Source: an optimization exercise on an open RTL-to-GDS flow (aim: small area, a short achievable clock period and few clock cycles). Production flows keep margins and buffers that such runs may drop. Function was not checked in any run shown here: the RTL went through the layout flow alone. Power and IR drop assume default switching activity.

==> flow/config.mk <==
export PLATFORM = sky130hd
export DESIGN_NAME = JAM
export DESIGN_NICKNAME = JAM
export VERILOG_FILES = /design/flow/design.v
export SDC_FILE = /design/flow/constraint.sdc
export NUM_CORES = 4
export LEC_CHECK = 0
export CAP_MARGIN = 20
export CORE_MARGIN = 2
export CORE_UTILIZATION = 40
export SLEW_MARGIN = 20
==> flow/constraint.sdc <==
create_clock -name core_clock -period 10.0 [get_ports {CLK}]
set_input_delay 2.0000 -clock core_clock [delete_from_list [all_inputs] [get_ports {CLK}]]
set_output_delay 2.0000 -clock core_clock [all_outputs]
set_load 0.01 [all_outputs]
==> flow/design.v <==
module jam_cmp (
    input  [9:0] a,
    input  [9:0] b,
    output lt,
    output eq
);
    wire l0_0 = ~a[0] & b[0];
    wire e0_0 = ~(a[0] ^ b[0]);
    wire l0_1 = ~a[1] & b[1];
    wire e0_1 = ~(a[1] ^ b[1]);
    wire l0_2 = ~a[2] & b[2];
    wire e0_2 = ~(a[2] ^ b[2]);
    wire l0_3 = ~a[3] & b[3];
    wire e0_3 = ~(a[3] ^ b[3]);
    wire l0_4 = ~a[4] & b[4];
    wire e0_4 = ~(a[4] ^ b[4]);
    wire l0_5 = ~a[5] & b[5];
    wire e0_5 = ~(a[5] ^ b[5]);
    wire l0_6 = ~a[6] & b[6];
    wire e0_6 = ~(a[6] ^ b[6]);
    wire l0_7 = ~a[7] & b[7];
    wire e0_7 = ~(a[7] ^ b[7]);
    wire l0_8 = ~a[8] & b[8];
    wire e0_8 = ~(a[8] ^ b[8]);
    wire l0_9 = ~a[9] & b[9];
    wire e0_9 = ~(a[9] ^ b[9]);
    wire l1_0 = l0_1 | (e0_1 & l0_0);
    wire e1_0 = e0_1 & e0_0;
    wire l1_1 = l0_3 | (e0_3 & l0_2);
    wire e1_1 = e0_3 & e0_2;
    wire l1_2 = l0_5 | (e0_5 & l0_4);
    wire e1_2 = e0_5 & e0_4;
    wire l1_3 = l0_7 | (e0_7 & l0_6);
    wire e1_3 = e0_7 & e0_6;
    wire l1_4 = l0_9 | (e0_9 & l0_8);
    wire e1_4 = e0_9 & e0_8;
    wire l2_0 = l1_1 | (e1_1 & l1_0);
    wire e2_0 = e1_1 & e1_0;
    wire l2_1 = l1_3 | (e1_3 & l1_2);
    wire e2_1 = e1_3 & e1_2;
    wire l3_0 = l2_1 | (e2_1 & l2_0);
    wire e3_0 = e2_1 & e2_0;
    wire l4_0 = l1_4 | (e1_4 & l3_0);
    wire e4_0 = e1_4 & e3_0;
    assign lt = l4_0;
    assign eq = e4_0;
endmodule
module jam_cmb (
    input  [13:0] a,
    input  [13:0] b,
    output [13:0] y
);
    wire lt, eq;
    jam_cmp u_c (.a(a[9:0]), .b(b[9:0]), .lt(lt), .eq(eq));
    assign y[9:0] = lt ? a[9:0] : b[9:0];
    assign y[13:10] = eq ? a[13:10] + b[13:10] : (lt ? a[13:10] : b[13:10]);
endmodule
module jam_min3 (
    input  [13:0] a,
    input  [13:0] b,
    input  [13:0] c,
    output [13:0] y
);
    wire lab, eab, lac, eac, lbc, ebc;
    jam_cmp u_ab (.a(a[9:0]), .b(b[9:0]), .lt(lab), .eq(eab));
    jam_cmp u_ac (.a(a[9:0]), .b(c[9:0]), .lt(lac), .eq(eac));
    jam_cmp u_bc (.a(b[9:0]), .b(c[9:0]), .lt(lbc), .eq(ebc));
    wire am = (lab | eab) & (lac | eac);
    wire bm = ~lab & (lbc | ebc);
    wire cm = ~lac & ~lbc;
    assign y[9:0] = am ? a[9:0] : (bm ? b[9:0] : c[9:0]);
    wire [3:0] sab = a[13:10] + b[13:10];
    wire [3:0] sac = a[13:10] + c[13:10];
    wire [3:0] sbc = b[13:10] + c[13:10];
    wire [3:0] sabc = sab + c[13:10];
    assign y[13:10] = am ? (bm ? (cm ? sabc : sab) : (cm ? sac : a[13:10]))
                         : (bm ? (cm ? sbc : b[13:10]) : c[13:10]);
endmodule
module jam_cand2 (
    input  [13:0] a,
    input  [13:0] b,
    input  [6:0]  c,
    input         ok,
    output [13:0] y
);
    wire lt, eq;
    jam_cmp u_c (.a(a[9:0]), .b(b[9:0]), .lt(lt), .eq(eq));
    wire [13:0] sa, sb;
    jam_cand u_a (.v(a), .c(c), .ok(ok), .y(sa));
    jam_cand u_b (.v(b), .c(c), .ok(ok), .y(sb));
    assign y[9:0] = lt ? sa[9:0] : sb[9:0];
    assign y[13:10] = {4{ok}} & (eq ? a[13:10] + b[13:10] : (lt ? a[13:10] : b[13:10]));
endmodule
module jam_order (
    input  [5:0] k,
    output reg [5:0] a
);
    always @(*) begin
        case (k)
            6'd0: a = 6'd0;
            6'd1: a = 6'd1;
            6'd2: a = 6'd2;
            6'd3: a = 6'd6;
            6'd4: a = 6'd7;
            6'd5: a = 6'd8;
            6'd6: a = 6'd9;
            6'd7: a = 6'd10;
            6'd8: a = 6'd14;
            6'd9: a = 6'd15;
            6'd10: a = 6'd18;
            6'd11: a = 6'd22;
            6'd12: a = 6'd23;
            6'd13: a = 6'd3;
            6'd14: a = 6'd11;
            6'd15: a = 6'd16;
            6'd16: a = 6'd17;
            6'd17: a = 6'd19;
            6'd18: a = 6'd26;
            6'd19: a = 6'd30;
            6'd20: a = 6'd31;
            6'd21: a = 6'd24;
            6'd22: a = 6'd25;
            6'd23: a = 6'd27;
            6'd24: a = 6'd34;
            6'd25: a = 6'd38;
            6'd26: a = 6'd39;
            6'd27: a = 6'd4;
            6'd28: a = 6'd12;
            6'd29: a = 6'd32;
            6'd30: a = 6'd33;
            6'd31: a = 6'd20;
            6'd32: a = 6'd35;
            6'd33: a = 6'd28;
            6'd34: a = 6'd42;
            6'd35: a = 6'd43;
            6'd36: a = 6'd46;
            6'd37: a = 6'd47;
            6'd38: a = 6'd40;
            6'd39: a = 6'd41;
            6'd40: a = 6'd36;
            6'd41: a = 6'd44;
            6'd42: a = 6'd5;
            6'd43: a = 6'd13;
            6'd44: a = 6'd21;
            6'd45: a = 6'd29;
            6'd46: a = 6'd50;
            6'd47: a = 6'd51;
            6'd48: a = 6'd52;
            6'd49: a = 6'd54;
            6'd50: a = 6'd55;
            6'd51: a = 6'd48;
            6'd52: a = 6'd49;
            6'd53: a = 6'd37;
            6'd54: a = 6'd45;
            6'd55: a = 6'd53;
            6'd56: a = 6'd58;
            6'd57: a = 6'd59;
            6'd58: a = 6'd60;
            6'd59: a = 6'd61;
            6'd60: a = 6'd62;
            6'd61: a = 6'd63;
            6'd62: a = 6'd56;
            6'd63: a = 6'd57;
            default: a = 6'd0;
        endcase
    end
endmodule
module jam_cand (
    input  [13:0] v,
    input  [6:0]  c,
    input         ok,
    output [13:0] y
);
    wire g0_0 = v[0] & c[0];
    wire p0_0 = v[0] ^ c[0];
    wire g0_1 = v[1] & c[1];
    wire p0_1 = v[1] ^ c[1];
    wire g0_2 = v[2] & c[2];
    wire p0_2 = v[2] ^ c[2];
    wire g0_3 = v[3] & c[3];
    wire p0_3 = v[3] ^ c[3];
    wire g0_4 = v[4] & c[4];
    wire p0_4 = v[4] ^ c[4];
    wire g0_5 = v[5] & c[5];
    wire p0_5 = v[5] ^ c[5];
    wire g0_6 = v[6] & c[6];
    wire p0_6 = v[6] ^ c[6];
    wire g0_7 = 1'b0;
    wire p0_7 = v[7];
    wire g0_8 = 1'b0;
    wire p0_8 = v[8];
    wire g0_9 = 1'b0;
    wire p0_9 = v[9];
    wire gx1 = g0_1 | (p0_1 & g0_0);
    wire px1 = p0_1 & p0_0;
    wire gx2 = g0_3 | (p0_3 & g0_2);
    wire px2 = p0_3 & p0_2;
    wire gx3 = g0_5 | (p0_5 & g0_4);
    wire px3 = p0_5 & p0_4;
    wire gx4 = g0_7 | (p0_7 & g0_6);
    wire px4 = p0_7 & p0_6;
    wire gx5 = g0_9 | (p0_9 & g0_8);
    wire px5 = p0_9 & p0_8;
    wire gx6 = gx2 | (px2 & gx1);
    wire px6 = px2 & px1;
    wire gx7 = gx4 | (px4 & gx3);
    wire px7 = px4 & px3;
    wire gx8 = gx7 | (px7 & gx6);
    wire px8 = px7 & px6;
    wire gx9 = gx3 | (px3 & gx6);
    wire gx10 = gx5 | (px5 & gx8);
    wire gx11 = g0_2 | (p0_2 & gx1);
    wire gx12 = g0_4 | (p0_4 & gx6);
    wire gx13 = g0_6 | (p0_6 & gx9);
    wire gx14 = g0_8 | (p0_8 & gx8);
    wire [9:0] s;
    assign s[0] = p0_0;
    assign s[1] = p0_1 ^ g0_0;
    assign s[2] = p0_2 ^ gx1;
    assign s[3] = p0_3 ^ gx11;
    assign s[4] = p0_4 ^ gx6;
    assign s[5] = p0_5 ^ gx12;
    assign s[6] = p0_6 ^ gx9;
    assign s[7] = p0_7 ^ gx13;
    assign s[8] = p0_8 ^ gx8;
    assign s[9] = p0_9 ^ gx14;
    assign y[9:0] = s | {10{~ok}};
    assign y[13:10] = v[13:10] & {4{ok}};
endmodule
module JAM (
    input CLK,
    input RST,
    output [2:0] W,
    output [2:0] J,
    input [6:0] Cost,
    output reg [3:0] MatchCount,
    output reg [9:0] MinCost,
    output reg Valid
);
    reg rst_q;   
    reg [5:0] rk;
    reg [5:0] wj;
    wire [5:0] rk_inc = (rk == 6'd63) ? 6'd63 : rk + 6'd1;
    wire [5:0] nxt_addr;
    jam_order u_ord (.k(rk_inc), .a(nxt_addr));
    assign W = wj[5:3];
    assign J = wj[2:0];
    reg [5:0] a1;
    always @(posedge CLK) begin
        rst_q <= RST;
        if (RST) rk <= 6'd0; else rk <= rk_inc;
        wj <= RST ? 6'd0 : nxt_addr;
        a1 <= wj;
    end
    reg [6:0] tab [0:63];
    integer ti;
    always @(posedge CLK) begin
        for (ti = 0; ti < 64; ti = ti + 1) if (a1 == ti) tab[ti] <= Cost;
    end
    reg [7:0] g0_um2;
    reg [5:0] g0_um1, g0_u0;
    reg [1:0] g0_u1, g0_u2;
    reg g0_zm1, g0_z0, g0_z1, g0_z2;       
    reg g0_lm1, g0_l0, g0_l1, g0_l2, g0_l3;   
    reg [2:0] g0_r0, g0_r1;
    reg [7:0] g0_oh0, g0_oh2;   
    wire [2:0] g0_pc = {2'd0, g0_um1[0]} + {2'd0, g0_um1[1]} + {2'd0, g0_um1[2]} + {2'd0, g0_um1[3]} + {2'd0, g0_um1[4]} + {2'd0, g0_um1[5]} + 3'd7;
    always @(posedge CLK) begin
        if (rst_q) g0_um2 <= 8'd243; else g0_um2 <= g0_um2 + 8'd1;
        g0_um1 <= g0_um2[5:0]; g0_u0 <= g0_um1; g0_u1 <= g0_u0[1:0]; g0_u2 <= g0_u1;
        g0_zm1 <= (g0_um2 == 8'd0); g0_z0 <= g0_zm1; g0_z1 <= g0_z0; g0_z2 <= g0_z1;
        g0_lm1 <= (g0_um2 == 8'd63); g0_l0 <= g0_lm1; g0_l1 <= g0_l0; g0_l2 <= g0_l1; g0_l3 <= g0_l2;
        g0_r0 <= g0_pc; g0_r1 <= g0_r0;
        g0_oh0 <= 8'd1 << g0_pc; g0_oh2 <= 8'd1 << g0_r1;
    end
    wire [6:0] g0_c0 = ({7{g0_oh2[0]}} & tab[0]) | ({7{g0_oh2[1]}} & tab[8]) | ({7{g0_oh2[2]}} & tab[16]) | ({7{g0_oh2[3]}} & tab[24]) | ({7{g0_oh2[4]}} & tab[32]) | ({7{g0_oh2[5]}} & tab[40]);
    wire [6:0] g0_c1 = ({7{g0_oh2[0]}} & tab[1]) | ({7{g0_oh2[1]}} & tab[9]) | ({7{g0_oh2[2]}} & tab[17]) | ({7{g0_oh2[3]}} & tab[25]) | ({7{g0_oh2[4]}} & tab[33]) | ({7{g0_oh2[5]}} & tab[41]);
    wire [6:0] g0_c2 = ({7{g0_oh0[0]}} & tab[2]) | ({7{g0_oh0[1]}} & tab[10]) | ({7{g0_oh0[2]}} & tab[18]) | ({7{g0_oh0[3]}} & tab[26]) | ({7{g0_oh0[4]}} & tab[34]) | ({7{g0_oh0[5]}} & tab[42]);
    wire [6:0] g0_c3 = ({7{g0_oh0[0]}} & tab[3]) | ({7{g0_oh0[1]}} & tab[11]) | ({7{g0_oh0[2]}} & tab[19]) | ({7{g0_oh0[3]}} & tab[27]) | ({7{g0_oh0[4]}} & tab[35]) | ({7{g0_oh0[5]}} & tab[43]);
    wire [6:0] g0_c4 = ({7{g0_oh0[0]}} & tab[4]) | ({7{g0_oh0[1]}} & tab[12]) | ({7{g0_oh0[2]}} & tab[20]) | ({7{g0_oh0[3]}} & tab[28]) | ({7{g0_oh0[4]}} & tab[36]) | ({7{g0_oh0[5]}} & tab[44]);
    wire [6:0] g0_c5 = ({7{g0_oh0[0]}} & tab[5]) | ({7{g0_oh0[1]}} & tab[13]) | ({7{g0_oh0[2]}} & tab[21]) | ({7{g0_oh0[3]}} & tab[29]) | ({7{g0_oh0[4]}} & tab[37]) | ({7{g0_oh0[5]}} & tab[45]);
    reg [7:0] g1_um2;
    reg [5:0] g1_um1, g1_u0;
    reg [1:0] g1_u1, g1_u2;
    reg g1_zm1, g1_z0, g1_z1, g1_z2;       
    reg g1_lm1, g1_l0, g1_l1, g1_l2, g1_l3;   
    reg [2:0] g1_r0, g1_r1;
    reg [7:0] g1_oh0, g1_oh2;   
    wire [2:0] g1_pc = {2'd0, g1_um1[0]} + {2'd0, g1_um1[1]} + {2'd0, g1_um1[2]} + {2'd0, g1_um1[3]} + {2'd0, g1_um1[4]} + {2'd0, g1_um1[5]} + 3'd0;
    always @(posedge CLK) begin
        if (rst_q) g1_um2 <= 8'd239; else g1_um2 <= g1_um2 + 8'd1;
        g1_um1 <= g1_um2[5:0]; g1_u0 <= g1_um1; g1_u1 <= g1_u0[1:0]; g1_u2 <= g1_u1;
        g1_zm1 <= (g1_um2 == 8'd0); g1_z0 <= g1_zm1; g1_z1 <= g1_z0; g1_z2 <= g1_z1;
        g1_lm1 <= (g1_um2 == 8'd63); g1_l0 <= g1_lm1; g1_l1 <= g1_l0; g1_l2 <= g1_l1; g1_l3 <= g1_l2;
        g1_r0 <= g1_pc; g1_r1 <= g1_r0;
        g1_oh0 <= 8'd1 << g1_pc; g1_oh2 <= 8'd1 << g1_r1;
    end
    wire [6:0] g1_c0 = ({7{g1_oh2[1]}} & tab[8]) | ({7{g1_oh2[2]}} & tab[16]) | ({7{g1_oh2[3]}} & tab[24]) | ({7{g1_oh2[4]}} & tab[32]) | ({7{g1_oh2[5]}} & tab[40]) | ({7{g1_oh2[6]}} & tab[48]);
    wire [6:0] g1_c1 = ({7{g1_oh2[1]}} & tab[9]) | ({7{g1_oh2[2]}} & tab[17]) | ({7{g1_oh2[3]}} & tab[25]) | ({7{g1_oh2[4]}} & tab[33]) | ({7{g1_oh2[5]}} & tab[41]) | ({7{g1_oh2[6]}} & tab[49]);
    wire [6:0] g1_c2 = ({7{g1_oh0[1]}} & tab[10]) | ({7{g1_oh0[2]}} & tab[18]) | ({7{g1_oh0[3]}} & tab[26]) | ({7{g1_oh0[4]}} & tab[34]) | ({7{g1_oh0[5]}} & tab[42]) | ({7{g1_oh0[6]}} & tab[50]);
    wire [6:0] g1_c3 = ({7{g1_oh0[1]}} & tab[11]) | ({7{g1_oh0[2]}} & tab[19]) | ({7{g1_oh0[3]}} & tab[27]) | ({7{g1_oh0[4]}} & tab[35]) | ({7{g1_oh0[5]}} & tab[43]) | ({7{g1_oh0[6]}} & tab[51]);
    wire [6:0] g1_c4 = ({7{g1_oh0[1]}} & tab[12]) | ({7{g1_oh0[2]}} & tab[20]) | ({7{g1_oh0[3]}} & tab[28]) | ({7{g1_oh0[4]}} & tab[36]) | ({7{g1_oh0[5]}} & tab[44]) | ({7{g1_oh0[6]}} & tab[52]);
    wire [6:0] g1_c5 = ({7{g1_oh0[1]}} & tab[13]) | ({7{g1_oh0[2]}} & tab[21]) | ({7{g1_oh0[3]}} & tab[29]) | ({7{g1_oh0[4]}} & tab[37]) | ({7{g1_oh0[5]}} & tab[45]) | ({7{g1_oh0[6]}} & tab[53]);
    wire [6:0] g1_c6 = ({7{g1_oh0[0]}} & tab[6]) | ({7{g1_oh0[1]}} & tab[14]) | ({7{g1_oh0[2]}} & tab[22]) | ({7{g1_oh0[3]}} & tab[30]) | ({7{g1_oh0[4]}} & tab[38]) | ({7{g1_oh0[5]}} & tab[46]) | ({7{g1_oh0[6]}} & tab[54]);
    wire [6:0] g1_c7 = ({7{g1_oh0[0]}} & tab[7]) | ({7{g1_oh0[1]}} & tab[15]) | ({7{g1_oh0[2]}} & tab[23]) | ({7{g1_oh0[3]}} & tab[31]) | ({7{g1_oh0[4]}} & tab[39]) | ({7{g1_oh0[5]}} & tab[47]) | ({7{g1_oh0[6]}} & tab[55]);
    reg [7:0] g2_um2;
    reg [5:0] g2_um1, g2_u0;
    reg [1:0] g2_u1, g2_u2;
    reg g2_zm1, g2_z0, g2_z1, g2_z2;       
    reg g2_lm1, g2_l0, g2_l1, g2_l2, g2_l3;   
    reg [2:0] g2_r0, g2_r1;
    reg [7:0] g2_oh0, g2_oh2;   
    wire [2:0] g2_pc = {2'd0, g2_um1[0]} + {2'd0, g2_um1[1]} + {2'd0, g2_um1[2]} + {2'd0, g2_um1[3]} + {2'd0, g2_um1[4]} + {2'd0, g2_um1[5]} + 3'd1;
    always @(posedge CLK) begin
        if (rst_q) g2_um2 <= 8'd235; else g2_um2 <= g2_um2 + 8'd1;
        g2_um1 <= g2_um2[5:0]; g2_u0 <= g2_um1; g2_u1 <= g2_u0[1:0]; g2_u2 <= g2_u1;
        g2_zm1 <= (g2_um2 == 8'd0); g2_z0 <= g2_zm1; g2_z1 <= g2_z0; g2_z2 <= g2_z1;
        g2_lm1 <= (g2_um2 == 8'd63); g2_l0 <= g2_lm1; g2_l1 <= g2_l0; g2_l2 <= g2_l1; g2_l3 <= g2_l2;
        g2_r0 <= g2_pc; g2_r1 <= g2_r0;
        g2_oh0 <= 8'd1 << g2_pc; g2_oh2 <= 8'd1 << g2_r1;
    end
    wire [6:0] g2_c0 = ({7{g2_oh2[2]}} & tab[16]) | ({7{g2_oh2[3]}} & tab[24]) | ({7{g2_oh2[4]}} & tab[32]) | ({7{g2_oh2[5]}} & tab[40]) | ({7{g2_oh2[6]}} & tab[48]) | ({7{g2_oh2[7]}} & tab[56]);
    wire [6:0] g2_c1 = ({7{g2_oh2[2]}} & tab[17]) | ({7{g2_oh2[3]}} & tab[25]) | ({7{g2_oh2[4]}} & tab[33]) | ({7{g2_oh2[5]}} & tab[41]) | ({7{g2_oh2[6]}} & tab[49]) | ({7{g2_oh2[7]}} & tab[57]);
    wire [6:0] g2_c2 = ({7{g2_oh0[2]}} & tab[18]) | ({7{g2_oh0[3]}} & tab[26]) | ({7{g2_oh0[4]}} & tab[34]) | ({7{g2_oh0[5]}} & tab[42]) | ({7{g2_oh0[6]}} & tab[50]) | ({7{g2_oh0[7]}} & tab[58]);
    wire [6:0] g2_c3 = ({7{g2_oh0[2]}} & tab[19]) | ({7{g2_oh0[3]}} & tab[27]) | ({7{g2_oh0[4]}} & tab[35]) | ({7{g2_oh0[5]}} & tab[43]) | ({7{g2_oh0[6]}} & tab[51]) | ({7{g2_oh0[7]}} & tab[59]);
    wire [6:0] g2_c4 = ({7{g2_oh0[2]}} & tab[20]) | ({7{g2_oh0[3]}} & tab[28]) | ({7{g2_oh0[4]}} & tab[36]) | ({7{g2_oh0[5]}} & tab[44]) | ({7{g2_oh0[6]}} & tab[52]) | ({7{g2_oh0[7]}} & tab[60]);
    wire [6:0] g2_c5 = ({7{g2_oh0[2]}} & tab[21]) | ({7{g2_oh0[3]}} & tab[29]) | ({7{g2_oh0[4]}} & tab[37]) | ({7{g2_oh0[5]}} & tab[45]) | ({7{g2_oh0[6]}} & tab[53]) | ({7{g2_oh0[7]}} & tab[61]);
    wire [6:0] g2_c6 = ({7{g2_oh0[1]}} & tab[14]) | ({7{g2_oh0[2]}} & tab[22]) | ({7{g2_oh0[3]}} & tab[30]) | ({7{g2_oh0[4]}} & tab[38]) | ({7{g2_oh0[5]}} & tab[46]) | ({7{g2_oh0[6]}} & tab[54]) | ({7{g2_oh0[7]}} & tab[62]);
    wire [6:0] g2_c7 = ({7{g2_oh0[1]}} & tab[15]) | ({7{g2_oh0[2]}} & tab[23]) | ({7{g2_oh0[3]}} & tab[31]) | ({7{g2_oh0[4]}} & tab[39]) | ({7{g2_oh0[5]}} & tab[47]) | ({7{g2_oh0[6]}} & tab[55]) | ({7{g2_oh0[7]}} & tab[63]);
    reg [13:0] q0 [0:28];
    reg [13:0] l0_e [0:3];
    wire [13:0] l0_x0;
    jam_cand l0_cx0 (.v(q0[0]), .c(g0_c2), .ok(g0_u0[2]), .y(l0_x0));
    wire [13:0] l0_x1;
    jam_cand l0_cx1 (.v(q0[4]), .c(g0_c3), .ok(g0_u0[3]), .y(l0_x1));
    wire [13:0] l0_x2;
    jam_cand l0_cx2 (.v(q0[12]), .c(g0_c4), .ok(g0_u0[4]), .y(l0_x2));
    wire [13:0] l0_x3;
    jam_cand l0_cx3 (.v(q0[28]), .c(g0_c5), .ok(g0_u0[5]), .y(l0_x3));
    always @(posedge CLK) begin
        l0_e[0] <= l0_x0;
        l0_e[1] <= l0_x1;
        l0_e[2] <= l0_x2;
        l0_e[3] <= l0_x3;
    end
    wire [13:0] l0_g0;
    jam_min3 l0_cg0 (.a(l0_e[0]), .b(l0_e[1]), .c(l0_e[2]), .y(l0_g0));
    wire [13:0] l0_g1;
    assign l0_g1 = l0_e[3];
    reg [13:0] l0_a1, l0_b1;
    always @(posedge CLK) begin
        l0_a1 <= l0_g0;
        l0_b1 <= l0_g1;
    end
    reg [13:0] l0_pr, l0_t2, l0_t1;
    wire [13:0] l0_z2;
    jam_cmb l0_cz2 (.a(l0_a1), .b(l0_b1), .y(l0_z2));
    wire [13:0] l0_t2s, l0_t1s;
    jam_cand l0_ct2 (.v(q0[0]), .c(g0_c1), .ok(g0_u2[1]), .y(l0_t2s));
    jam_cand2 l0_ct1 (.a(l0_pr), .b(l0_t2), .c(g0_c0), .ok(g0_u2[0]), .y(l0_t1s));
    always @(posedge CLK) begin
        l0_pr <= (g0_z2 ? 14'h0400 : l0_z2);
        l0_t2 <= l0_t2s;
        l0_t1 <= l0_t1s;
    end
    wire [13:0] l0_r;
    jam_min3 l0_cr3 (.a(l0_t1), .b(l0_t2), .c(l0_pr), .y(l0_r));
    integer qi0;
    always @(posedge CLK) begin
        q0[0] <= l0_r;
        for (qi0 = 1; qi0 < 29; qi0 = qi0 + 1) q0[qi0] <= q0[qi0-1];
    end
    reg [13:0] q1 [0:28];
    reg [13:0] l1_e [0:4];
    wire [13:0] l1_x0;
    jam_cand l1_cx0 (.v(q1[0]), .c(g1_c2), .ok(g1_u0[2]), .y(l1_x0));
    wire [13:0] l1_x1;
    jam_cand l1_cx1 (.v(q1[4]), .c(g1_c3), .ok(g1_u0[3]), .y(l1_x1));
    wire [13:0] l1_x2;
    jam_cand l1_cx2 (.v(q1[12]), .c(g1_c4), .ok(g1_u0[4]), .y(l1_x2));
    wire [13:0] l1_x3;
    jam_cand l1_cx3 (.v(q1[28]), .c(g1_c5), .ok(g1_u0[5]), .y(l1_x3));
    wire [13:0] l1_x4;
    jam_cand l1_cx4 (.v(q0[0]), .c(g1_c6), .ok(1'b1), .y(l1_x4));
    always @(posedge CLK) begin
        l1_e[0] <= l1_x0;
        l1_e[1] <= l1_x1;
        l1_e[2] <= l1_x2;
        l1_e[3] <= l1_x3;
        l1_e[4] <= l1_x4;
    end
    wire [13:0] l1_g0;
    jam_min3 l1_cg0 (.a(l1_e[0]), .b(l1_e[1]), .c(l1_e[2]), .y(l1_g0));
    wire [13:0] l1_g1;
    jam_cmb l1_cg1 (.a(l1_e[3]), .b(l1_e[4]), .y(l1_g1));
    reg [13:0] l1_a1, l1_b1;
    always @(posedge CLK) begin
        l1_a1 <= l1_g0;
        l1_b1 <= l1_g1;
    end
    reg [13:0] l1_pr, l1_t2, l1_t1;
    wire [13:0] l1_z2;
    jam_cmb l1_cz2 (.a(l1_a1), .b(l1_b1), .y(l1_z2));
    wire [13:0] l1_t2s, l1_t1s;
    jam_cand l1_ct2 (.v(q1[0]), .c(g1_c1), .ok(g1_u2[1]), .y(l1_t2s));
    jam_cand2 l1_ct1 (.a(l1_pr), .b(l1_t2), .c(g1_c0), .ok(g1_u2[0]), .y(l1_t1s));
    always @(posedge CLK) begin
        l1_pr <= l1_z2;
        l1_t2 <= l1_t2s;
        l1_t1 <= l1_t1s;
    end
    wire [13:0] l1_r;
    jam_min3 l1_cr3 (.a(l1_t1), .b(l1_t2), .c(l1_pr), .y(l1_r));
    integer qi1;
    always @(posedge CLK) begin
        q1[0] <= l1_r;
        for (qi1 = 1; qi1 < 29; qi1 = qi1 + 1) q1[qi1] <= q1[qi1-1];
    end
    reg [13:0] q2 [0:28];
    reg [13:0] l2_e [0:4];
    wire [13:0] l2_x0;
    jam_cand l2_cx0 (.v(q2[0]), .c(g1_c2), .ok(g1_u0[2]), .y(l2_x0));
    wire [13:0] l2_x1;
    jam_cand l2_cx1 (.v(q2[4]), .c(g1_c3), .ok(g1_u0[3]), .y(l2_x1));
    wire [13:0] l2_x2;
    jam_cand l2_cx2 (.v(q2[12]), .c(g1_c4), .ok(g1_u0[4]), .y(l2_x2));
    wire [13:0] l2_x3;
    jam_cand l2_cx3 (.v(q2[28]), .c(g1_c5), .ok(g1_u0[5]), .y(l2_x3));
    wire [13:0] l2_x4;
    jam_cand l2_cx4 (.v(q0[0]), .c(g1_c7), .ok(1'b1), .y(l2_x4));
    always @(posedge CLK) begin
        l2_e[0] <= l2_x0;
        l2_e[1] <= l2_x1;
        l2_e[2] <= l2_x2;
        l2_e[3] <= l2_x3;
        l2_e[4] <= l2_x4;
    end
    wire [13:0] l2_g0;
    jam_min3 l2_cg0 (.a(l2_e[0]), .b(l2_e[1]), .c(l2_e[2]), .y(l2_g0));
    wire [13:0] l2_g1;
    jam_cmb l2_cg1 (.a(l2_e[3]), .b(l2_e[4]), .y(l2_g1));
    reg [13:0] l2_a1, l2_b1;
    always @(posedge CLK) begin
        l2_a1 <= l2_g0;
        l2_b1 <= l2_g1;
    end
    reg [13:0] l2_pr, l2_t2, l2_t1;
    wire [13:0] l2_z2;
    jam_cmb l2_cz2 (.a(l2_a1), .b(l2_b1), .y(l2_z2));
    wire [13:0] l2_t2s, l2_t1s;
    jam_cand l2_ct2 (.v(q2[0]), .c(g1_c1), .ok(g1_u2[1]), .y(l2_t2s));
    jam_cand2 l2_ct1 (.a(l2_pr), .b(l2_t2), .c(g1_c0), .ok(g1_u2[0]), .y(l2_t1s));
    always @(posedge CLK) begin
        l2_pr <= l2_z2;
        l2_t2 <= l2_t2s;
        l2_t1 <= l2_t1s;
    end
    wire [13:0] l2_r;
    jam_min3 l2_cr3 (.a(l2_t1), .b(l2_t2), .c(l2_pr), .y(l2_r));
    integer qi2;
    always @(posedge CLK) begin
        q2[0] <= l2_r;
        for (qi2 = 1; qi2 < 29; qi2 = qi2 + 1) q2[qi2] <= q2[qi2-1];
    end
    reg [13:0] q3 [0:28];
    reg [13:0] l3_e [0:5];
    wire [13:0] l3_x0;
    jam_cand l3_cx0 (.v(q3[0]), .c(g2_c2), .ok(g2_u0[2]), .y(l3_x0));
    wire [13:0] l3_x1;
    jam_cand l3_cx1 (.v(q3[4]), .c(g2_c3), .ok(g2_u0[3]), .y(l3_x1));
    wire [13:0] l3_x2;
    jam_cand l3_cx2 (.v(q3[12]), .c(g2_c4), .ok(g2_u0[4]), .y(l3_x2));
    wire [13:0] l3_x3;
    jam_cand l3_cx3 (.v(q3[28]), .c(g2_c5), .ok(g2_u0[5]), .y(l3_x3));
    wire [13:0] l3_x4;
    jam_cand l3_cx4 (.v(q2[0]), .c(g2_c6), .ok(1'b1), .y(l3_x4));
    wire [13:0] l3_x5;
    jam_cand l3_cx5 (.v(q1[0]), .c(g2_c7), .ok(1'b1), .y(l3_x5));
    always @(posedge CLK) begin
        l3_e[0] <= l3_x0;
        l3_e[1] <= l3_x1;
        l3_e[2] <= l3_x2;
        l3_e[3] <= l3_x3;
        l3_e[4] <= l3_x4;
        l3_e[5] <= l3_x5;
    end
    wire [13:0] l3_g0;
    jam_min3 l3_cg0 (.a(l3_e[0]), .b(l3_e[1]), .c(l3_e[2]), .y(l3_g0));
    wire [13:0] l3_g1;
    jam_min3 l3_cg1 (.a(l3_e[3]), .b(l3_e[4]), .c(l3_e[5]), .y(l3_g1));
    reg [13:0] l3_a1, l3_b1;
    always @(posedge CLK) begin
        l3_a1 <= l3_g0;
        l3_b1 <= l3_g1;
    end
    reg [13:0] l3_pr, l3_t2, l3_t1;
    wire [13:0] l3_z2;
    jam_cmb l3_cz2 (.a(l3_a1), .b(l3_b1), .y(l3_z2));
    wire [13:0] l3_t2s, l3_t1s;
    jam_cand l3_ct2 (.v(q3[0]), .c(g2_c1), .ok(g2_u2[1]), .y(l3_t2s));
    jam_cand2 l3_ct1 (.a(l3_pr), .b(l3_t2), .c(g2_c0), .ok(g2_u2[0]), .y(l3_t1s));
    always @(posedge CLK) begin
        l3_pr <= l3_z2;
        l3_t2 <= l3_t2s;
        l3_t1 <= l3_t1s;
    end
    wire [13:0] l3_r;
    jam_min3 l3_cr3 (.a(l3_t1), .b(l3_t2), .c(l3_pr), .y(l3_r));
    integer qi3;
    always @(posedge CLK) begin
        q3[0] <= l3_r;
        for (qi3 = 1; qi3 < 29; qi3 = qi3 + 1) q3[qi3] <= q3[qi3-1];
    end
    always @(posedge CLK) begin
        if (rst_q) Valid <= 1'b0;
        else if (g2_l3) Valid <= 1'b1;
    end
    always @(posedge CLK) begin
        MinCost <= l3_r[9:0];
        MatchCount <= l3_r[13:10];
    end
endmodule
==> flow/flow/run.sh <==
#!/bin/bash
# Standard layout with two changes: the port buffers use a normal buffer cell (buf_4)
# instead of the default pick, and clock tree synthesis builds its tree from clkbuf_16,
# without dummy loads, in clusters of up to 20 flip-flops.
set -euo pipefail
export BUFFER_PORTS_ARGS="-buffer_cell sky130_fd_sc_hd__buf_4"
export CTS_ARGS="-sink_clustering_enable -repair_clock_nets -dont_use_dummy_load -buf_list sky130_fd_sc_hd__clkbuf_16 -sink_clustering_size 20 -sink_clustering_max_diameter 150"
bash standard.sh finish > standard_flow.log 2>&1
==> flow/standard.sh <==
#!/bin/bash
# synth_recipe.tcl (not shown) runs the flow's synth.tcl, then flattens the netlist and writes it again
# the make line also repeats each setting of config.mk as NAME=value (left out here)
make -C /OpenROAD-flow-scripts/flow DESIGN_CONFIG=/design/flow/config.mk WORK_HOME=/design/flow/orfs CLKGATE_MAP_FILE= SYNTH_SCRIPT=/design/flow/synth_recipe.tcl "${@:-finish}"
==> results of run 1 <==
routing by layer:
metal,wire length [um],vias to the layer above
met2,104000,1671
met5,0,-
met3,14600,374
met4,8010,0
li1,-,26678
met1,102000,27025
cells in the final DEF (no fill, tap or decap), types with 10 or more instances in the layout:
cell	Yosys	routed
a21o_1	168	168
nor2_1	301	301
dfxtp_1	2323	2321
a22oi_1	421	420
ha_1	730	730
and2_1	89	89
nor3_1	64	62
nor3b_1	20	20
a222oi_1	28	28
mux4_2	12	12
clkbuf_16	0	157
o21a_1	36	36
fa_1	179	179
inv_1	540	540
o211ai_1	56	56
nand3_1	188	188
buf_4	0	80
mux2i_1	117	116
a221oi_1	19	19
o22ai_1	11	10
nand2b_1	116	116
a21oi_1	332	329
mux2_2	84	84
a211oi_1	59	59
nor2b_1	55	55
xor2_1	109	109
o21bai_1	10	10
and3_1	14	14
or3_1	17	17
nand2_1	407	406
nand4_1	59	59
o21ai_0	216	216
xnor2_1	124	124
edfxtp_1	448	448
through the flow:
step	power, uW	instance area [sq um]	setup slack, ps
floorplan	26900	96300	6960
global route	41100	104000	5920
detailed placement	32300	100000	6300
global placement	31900	100000	6310
CTS	38500	104000	6250
finish	38200	104000	6170
power by group through the flow:
stage | sequential [uW] | clock, uW | combinational, uW
after floorplan | 16600 | 0 | 10300
after global routing | 18100 | 6760 | 16300
after global placement | 17900 | 0 | 14000
after detailed placement | 17900 | 0 | 14300
after CTS | 17700 | 6360 | 14400
final | 17700 | 6130 | 14400
critical path, delay by kind of cell, from the launching register on:
| family | cells | cell delay [ps] |
|---|---|---|
| AO/OA/AOI/OAI | 5 | 790 |
| adder cells (fa/ha/maj) | 3 | 1040 |
| flip-flops | 1 | 320 |
| XOR/XNOR | 1 | 160 |
| buffers and inverters | 4 | 750 |
| AND/OR/NAND/NOR | 2 | 590 |
final cells by class:
class,instances,area (sq um),area share (%)
flip-flops and latches,2771,60000,57.6
clock buffers,157,3930,3.78
multi-input cells,4170,33500,32.2
well taps,3185,3990,3.83
inverters,540,2030,1.95
repair buffers,81,616,0.592
diodes,9,22.5,0.0217
path summary, 6_finish.rpt:
check | startpoint | end | slack, ps
min | q2[26][12] | q2[27][12] | 270
min reg2reg | q2[26][12] | q2[27][12] | 270
max | g1_oh0[1] | l2_e[2][7] | 6170
max reg2reg | g1_oh0[1] | l2_e[2][7] | 6170
logic make-up (layout without fill, tap and decap cells):
logic type | after synthesis | after routing | synth area share (%)
compound gates | 1434 | 1434 | 9.96
simple gates | 1380 | 1380 | 6.90
xor+xnor | 233 | 233 | 2.12
buf+inv | 772 | 778 | 3.04
other cells | 0 | 9 | 0
fa+ha+maj | 909 | 909 | 13.2
flops | 2771 | 2771 | 62.3
mux | 214 | 214 | 2.49
state kept, by name, indices dropped and copies added (netlist names), 56 cells and up:
signal / cells
q2: 405
l0_e: 56
l3_e: 78
q3: 405
tab: 448
q1: 405
l2_e: 67
q0: 405
l1_e: 66
==> impl.org, run 1 <==
** STA
- For this run, the top clock speed supported by timing is roughly 260 MHz.
- Setup repair after global routing left no endpoint under its margin.
- The clock arrives with 83.3 ps of skew.
- Setup violations remaining at the end of the flow were counted as 0.
- In the final timing run, aggregate negative setup slack is 0 ps.
- Across all hold checks on the routed design, the worst slack comes to 273 ps.
- Max-slew headroom :: 25.3%
- Transition at the pin with the smallest max-transition slack :: 1120 ps
- The smallest clock period supported by the final layout is computed as between 3000 and 4000 ps.
- Number of failing hold endpoints at the final stage :: 0
- Dividing the final minimum period by the clock period gives 38.3%.
- The final max-slew violation count was 0.

** Global route
- Entering global routing, the biggest net connects 65 pins.
- Global-route wire length before repair :: 347 mm
- GR Util met2 :: 29.9%
- Global routing used 18.6% of the available tracks across all layers.
- Antenna violations before repair :: 13
- Met3 track demand over resource in global routing :: 3.76%
- After global routing, the most crowded layer is met2.
- The total overflow left after global routing is 0.
- Met1 Usage GRT :: 25.0%
- Vias in the first global route :: 56330

** Synthesis
- Synth area leaders :: dfxtp_1 48%, edfxtp_1 14%, ha_1 9.5%
- Synthesis instantiated between 70 and 80 different standard cells from the library.
- YS warnings :: 20
- Gate count after technology mapping :: 7713
- Post-synth net total :: 8631
- Top cells by count, synth :: 2323 x dfxtp_1, 730 x ha_1, 540 x inv_1, 448 x edfxtp_1, 421 x a22oi_1
- Top FF cell, synth :: dfxtp_1
- Share of synthesized area occupied by flip-flops and latches :: between 60 and 70%
- Share of synthesized registers carrying an async set or reset :: 0%
- The top cell type by area accounts for 48.3% of the synthesized area.
- Counting flops with a built-in enable in the synthesized netlist gives 448.
- Largest area contributor in the netlist :: dfxtp_1
- Avg Synthesized Cell Area :: 12.5 sq um
- The mapped netlist covers 0.0963 sq mm.
- Cell with the most instances after synthesis :: dfxtp_1
- Synthesis-stage register bit count :: between 2000 and 3000

** Power and ir drop
- Pleak :: between 0.04 and 0.05 uW
- Clock network fraction of total power :: between 15 and 20%
- Internal portion of total power :: 24000 uW
- Combinational logic burns 37.7% of the power.
- Switching power :: between 10000 and 15000 uW
- In this run, flip-flops and latches consume a little under half of the power.
- Power Density :: around 370 mW/mm^2
- Maximum vdd drop :: about 0.23 mV
- Switching Fraction :: 37.0%

** Worst setup path
- By startpoint and endpoint, the worst setup path is classified as flip-flop to flip-flop.
- The worst setup path is captured at a flip-flop.
- In this design, the stage delay of the slowest critical-path cell is approximately 520 ps.
- STA classifies the critical path startpoint as a flip-flop.
- The signal on the critical path passes through buf_4 > a22oi_1 > nand3_1 > ha_1 > inv_1 > fa_1 > inv_1 > a21o_1 > a21o_1 > a21o_1 > a21o_1 > inv_1 > fa_1 > xor2_1 > nand2_1.
- Measured in cells, the most critical reg-to-reg path has a length of 15.
- Crit path max fanout :: 42
- STA puts the critical path data required time at 10650 ps.
- Among all stages on the critical path, the largest delay is contributed by nand3_1.
- Most used cell along the critical path :: a21o_1
- Arrival time of data at the critical path endpoint :: 4490 ps

** Routing
- For this block, the routed nets add up to 229 mm of wire.
- Detailed Routing Iterations Pass 1 :: 9
- The first routing iteration left 4935 violations.
- Via count :: 55748
- Dividing the detail-routed via count by the number of cells gives 5.11.
- In the routed design, unresolved DRC markers number 0.
- Number of nets still failing antenna checks after routing :: 0
- Final routed wire length divided by cell count :: 20.9 um

** Die
- Num rows :: 180
- Floorplan die height :: 495 um
- The die covers 0.245 sq mm.
- Starting Density :: ~40%
- In this run the count of I/O pins placed on the die edge is 30.
- Placeable core area :: 0.240 sq mm
- The die is 495 um wide.

** Clock network
- Skew-Pair Late Insertion Delay :: 830 ps
- CTS Buf Count :: 157
- No sink is reached through more buffers than the 3 on the longest clock path.
- Level count of the clock H-tree :: 4
- Post CTS Setup Buffer Count :: 0
- Hold-fix buffers, CTS :: 0
- CTS placed an instance of clkbuf_16 at the clock tree root.
- Sinks on the clock net :: 2771
- Clock-pin slew was measured on the worst setup and hold paths at 80 ps.
- TritonCTS built the clock tree.
- Post-cts gate resize count :: 0

** Cells and area
- The filler cells instantiated in the layout total 21920.
- Fraction of layout instances using a drive strength above 1 :: approximately 4.9%
- Area growth from synthesis to layout :: 8.05%
- The final layout contains 8639 nets.
- Final core occ :: a little over two fifths
- Final cell count without fillers :: 10913

** Worst hold path
- Classification of the worst-slack hold path :: flip-flop to flip-flop
- Cell count of the worst hold path :: 0

** Placed design
- Input and output buffers added on the ports amount to 29.
- After detailed placement, the design holds a cell count of 10747.
- Routability cong. :: slightly above 0.9
- Detail Placement HPWL :: 167 mm

** Outcome
- The run finished with no timing, DRC or antenna violations.

** Run
- Count of max-cap constraint violations :: 0
==> run 2, diff against run 1 <==
==> flow/flow/run.sh (replaced) <==
#!/bin/bash
# Standard layout with two changes: the port buffers use a normal buffer cell (buf_4)
# instead of the default pick, and clock tree synthesis builds its tree from clkbuf_8,
# without dummy loads, in clusters of up to 15 flip-flops.
set -euo pipefail
export BUFFER_PORTS_ARGS="-buffer_cell sky130_fd_sc_hd__buf_4"
export CTS_ARGS="-sink_clustering_enable -repair_clock_nets -dont_use_dummy_load -buf_list sky130_fd_sc_hd__clkbuf_8 -sink_clustering_size 15 -sink_clustering_max_diameter 100"
bash standard.sh finish > standard_flow.log 2>&1
==> run 2 against run 1 <==
Net effect:
- via count grew 0.32%
- sequential power is essentially flat
- non-clock buffer count is the same
- clock power shrank 17%
- synthesized area is the same
- largest cell class unchanged
==> impl.org, run 2 <==
** Worst setup path
- The largest individual stage delay along the critical path comes from the cell a221oi_1.
- For the worst setup path, the data required time is 10740 ps.
- On the worst path, the slowest cell contributes a delay of 610 ps.
- The signal on the critical path passes through a22oi_1 > nand2_1 > a221oi_1 > buf_4 > fa_1 > inv_1 > a21o_1 > a21o_1 > a21o_1 > a21o_1 > a21oi_1 > nor2_1 > ha_1 > xor2_1 > o21ai_0 > nand2_1.
- Gate family responsible for the most delay along the worst path :: compound AO/OA/AOI/OAI gates
- The setup path with the least slack is of type flip-flop to flip-flop.
- Crit path buffers/inverters :: 2
- Most used cell along the critical path :: a21o_1
- The worst setup path is captured at a flip-flop.
- The worst setup path is launched from a flip-flop.
- In this run the worst path has a maximum fanout of 14.
- Data arrives at the worst endpoint at 4570 ps.

** Clock network
- Buffer type at the clock tree root :: clkbuf_8
- The number of setup buffers added after CTS is 0.
- For the worst-skew pair, the clock arrives at the later sink with an insertion delay of around 990 ps.
- Level count of the clock H-tree :: 4
- Once the clock tree was built, the resizer swapped 0 gates to a different size.
- CTS clk-pin slew, worst paths :: 100 ps
- In this run, CTS created clock tree buffers numbering roughly 210.
- Longest Clk Path Bufs :: 3
- Hold-fix buffers, CTS :: 0
- Sinks on the clock net :: 2771
- TritonCTS built the clock tree.

** Die
- Once the floorplan was initialized, standard cells occupied about two fifths of the core.
- After floorplanning, the core was divided into 180 placement rows.
- During I/O placement, the number of pins put on the boundary was 30.
- After floorplanning, the core was sized to cover 0.240 sq mm.
- From bottom edge to top edge, the die measures approximately 490 um.
- The floorplan step set the die width to roughly 490 um.
- Die area :: about 0.24 sq mm

** Global route
- Maximum number of pins on one net before global-route repair :: 65
- Global routing consumed, over all layers together, 18.7% of the routing resources.
- Global routing finished with a remaining overflow of 0.
- Vias in the first global route :: 56720
- Antenna violations before repair :: 12
- The first global-routing pass estimated 349 mm of wire.

** Placed design
- Count of input and output buffers :: 29
- Detail Placement HPWL :: around 170 mm
- Timing analysis after detailed placement gives a worst setup slack of 6300 ps.
- Routability-driven placement finished with a final weighted congestion of 0.915.
- Placed inst area :: 0.100 sq mm

** Cells and area
- Commonest non-fill, non-tap cell in the layout :: dfxtp_1
- Area occupied by registers :: 0.0600 sq mm
- Fill cell total of the finished layout :: 22065
- Area growth from synthesis to layout :: 6.90%
- Finished layout cell area :: around 0.10 sq mm
- In the layout the commonest cells are 2321 x dfxtp_1, 730 x ha_1, 540 x inv_1.
- Fraction of layout instances using a drive strength above 1 :: 5.45%
- The register with the most flip-flops in the final layout is tab.
- The register with the most flip-flops in the layout has about 450 of them.
- In the final layout, the multi-input gates occupy about 0.033 sq mm.
- In the final design database the tool counted between 8000 and 9000 nets.

** STA
- Fmax :: approximately 260 MHz
- Setup repair after global routing left no endpoint under its margin.
- Setup slack closes at 6170 ps.
- Transition at the pin with the smallest max-transition slack :: about 1100 ps
- Setup Skew :: 130 ps
- The number of endpoints with negative hold slack in the final report was 0.
- Max-slew headroom :: 25.5%
- Max Slew Vio Count :: 0
- Post-layout minimum cycle time :: 3830 ps
- Of the available clock period, the critical path in the final layout requires between 30% and 40%.
- Accumulated negative setup slack :: 0 ps
- Number of endpoints failing setup at the final stage :: 0

** Synthesis
- In the post-synthesis netlist, the cell with the most instances is dfxtp_1.
- Top FF cell, synth :: dfxtp_1
- Top cells by count, synth :: 2323 x dfxtp_1, 730 x ha_1, 540 x inv_1, 448 x edfxtp_1, 421 x a22oi_1
- Counting flops with a built-in enable in the synthesized netlist gives 448.
- Syn Std Cell Area :: 0.0963 sq mm
- Counting distinct cell types in the post-synthesis netlist gives 74.
- The cell count after synthesis came out at 7713.
- Summing the sequential cell areas from Yosys gives 62.3% of the chip area.
- The synthesized design contains between 2000 and 3000 register bits.
- Counting every net in the synthesized netlist gives 8631.
- Each instance of the synthesized netlist takes up on average 12.5 sq um.
- The top cell type by area accounts for 48.3% of the synthesized area.
- Largest area contributor in the netlist :: dfxtp_1
- Yosys attributes the largest share of cell area to dfxtp_1 48%, edfxtp_1 14%, ha_1 9.5%.
- Of all flip-flops after synthesis, the portion carrying an async set or reset was 0%.
- YS warnings :: 20

** Routing
- The count of nets left with antenna violations once routing finished came out at 0.
- For this run, design rule violations remaining after detail routing come to 0.
- Total length of routed met3 wires :: 15.3 mm
- Wire segments on met2 add up to about 100 mm in the final route.
- Final routed wire length divided by cell count :: 20.9 um
- The detailed router finished its first iteration with between 4000 and 5000 violations.
- Max layer used :: met4
- Detailed routing inserted a total of 55926 vias.
- Detailed Routing Iterations Pass 1 :: 9
- In the final routing, the length of wire on met1 measures slightly above 100 mm.
- Wires add up to 229 mm.
- In the routed layout, each cell is associated on average with a via count of 5.10.

** Power and ir drop
- The analysis attributes to cell leakage a power of around 0.044 uW.
- Maximum vdd drop :: 0.211 mV
- Power Density :: 361 mW/mm^2

** Outcome
- The flow ran to the end and the layout has no timing, DRC or antenna violations.

** Worst hold path
- Classification of the worst-slack hold path :: flip-flop to flip-flop

** Run
- Max-cap violations in this run came to 0.
-- run 2: cell counts after synthesis --
Identical to the previous run, type by type.
-- run 2: path summary, 6_finish.rpt --
path / cells after the start / slack (ps) / start / endpoint
max: 16 / 6170 / g1_oh2[2] / l1_t1[9]
min: 0 / 240 / q1[3][9] / q1[4][9]
max reg2reg: 16 / 6170 / g1_oh2[2] / l1_t1[9]
min reg2reg: 0 / 240 / q1[3][9] / q1[4][9]
-- run 2: where the power goes --
part | internal (uW) | switching [uW] | leakage (uW)
Clock | 1830 | 3270 | 0.00147
Sequential | 15300 | 2380 | 0.0234
Combinational | 5990 | 8390 | 0.0189
-- run 2: cell type report --
type	count	share of cell area [%]
antenna	8	0.0195
clock buffer	205	2.74
inverter	540	1.97
multi-input combinational	4170	32.5
sequential	2771	58.3
tap	3185	3.87
timing repair buffer	81	0.598
-- run 2: metal layers --
layer | track usage, % | vias up
met1 | 25.0 | 27053
li1 | - | 26732
met4 | 7.14 | 0
met3 | 3.86 | 405
met5 | 0 | -
met2 | 29.8 | 1736
-- run 2: cells by family (layout without fill, tap and decap cells) --
| group | count (synthesis) | after routing | share of synthesized area [%] |
|---|---|---|---|
| simple gates | 1380 | 1380 | 6.90 |
| xor+xnor | 233 | 233 | 2.12 |
| mux | 214 | 214 | 2.49 |
| compound gates | 1434 | 1434 | 9.96 |
| flops | 2771 | 2771 | 62.3 |
| other cells | 0 | 8 | 0 |
| fa+ha+maj | 909 | 909 | 13.2 |
| buf+inv | 772 | 826 | 3.04 |
-- run 2: metrics by stage --
step	std cells	power (uW)	hold WS (ps)	util, %
5_1_grt	10955	40100	247	42.9
3_3_place_gp	10746	31900	310	41.7
2_1_floorplan	7713	26900	310	-
6_report	10960	37100	245	42.9
4_1_cts	10952	37500	235	42.9
3_5_place_dp	10747	32300	312	41.7

==> re-timing with driven ports <==
In the flow no input, the clock included, has a driving cell. The finished layouts below were timed again as built, in two steps.
Step 1 assumes that a clkbuf_16 drives the clock port and a buf_2 every other input.
Step 2, shift: input delay + t, output delay - t, t = (earliest + latest rising clock arrival at the registers) / 2. This alone moves slack from input paths to output paths.
Three values: ideal, step 1, step 2; two values: the first two.
run	shift t [ns]	setup slack, ns	worst hold slack (ns)	slew at the worst register clock pin (ns)	pins driven straight from the clock port
run 1	0.880	6.165 / 6.165 / 6.165	0.273 / 0.273 / 0.273	0.09 / 0.09	1
run 2	1.021	6.173 / 6.121 / 6.173	0.245 / 0.245 / 0.245	0.12 / 0.12	1
After both steps setup and hold are still met in every run listed.
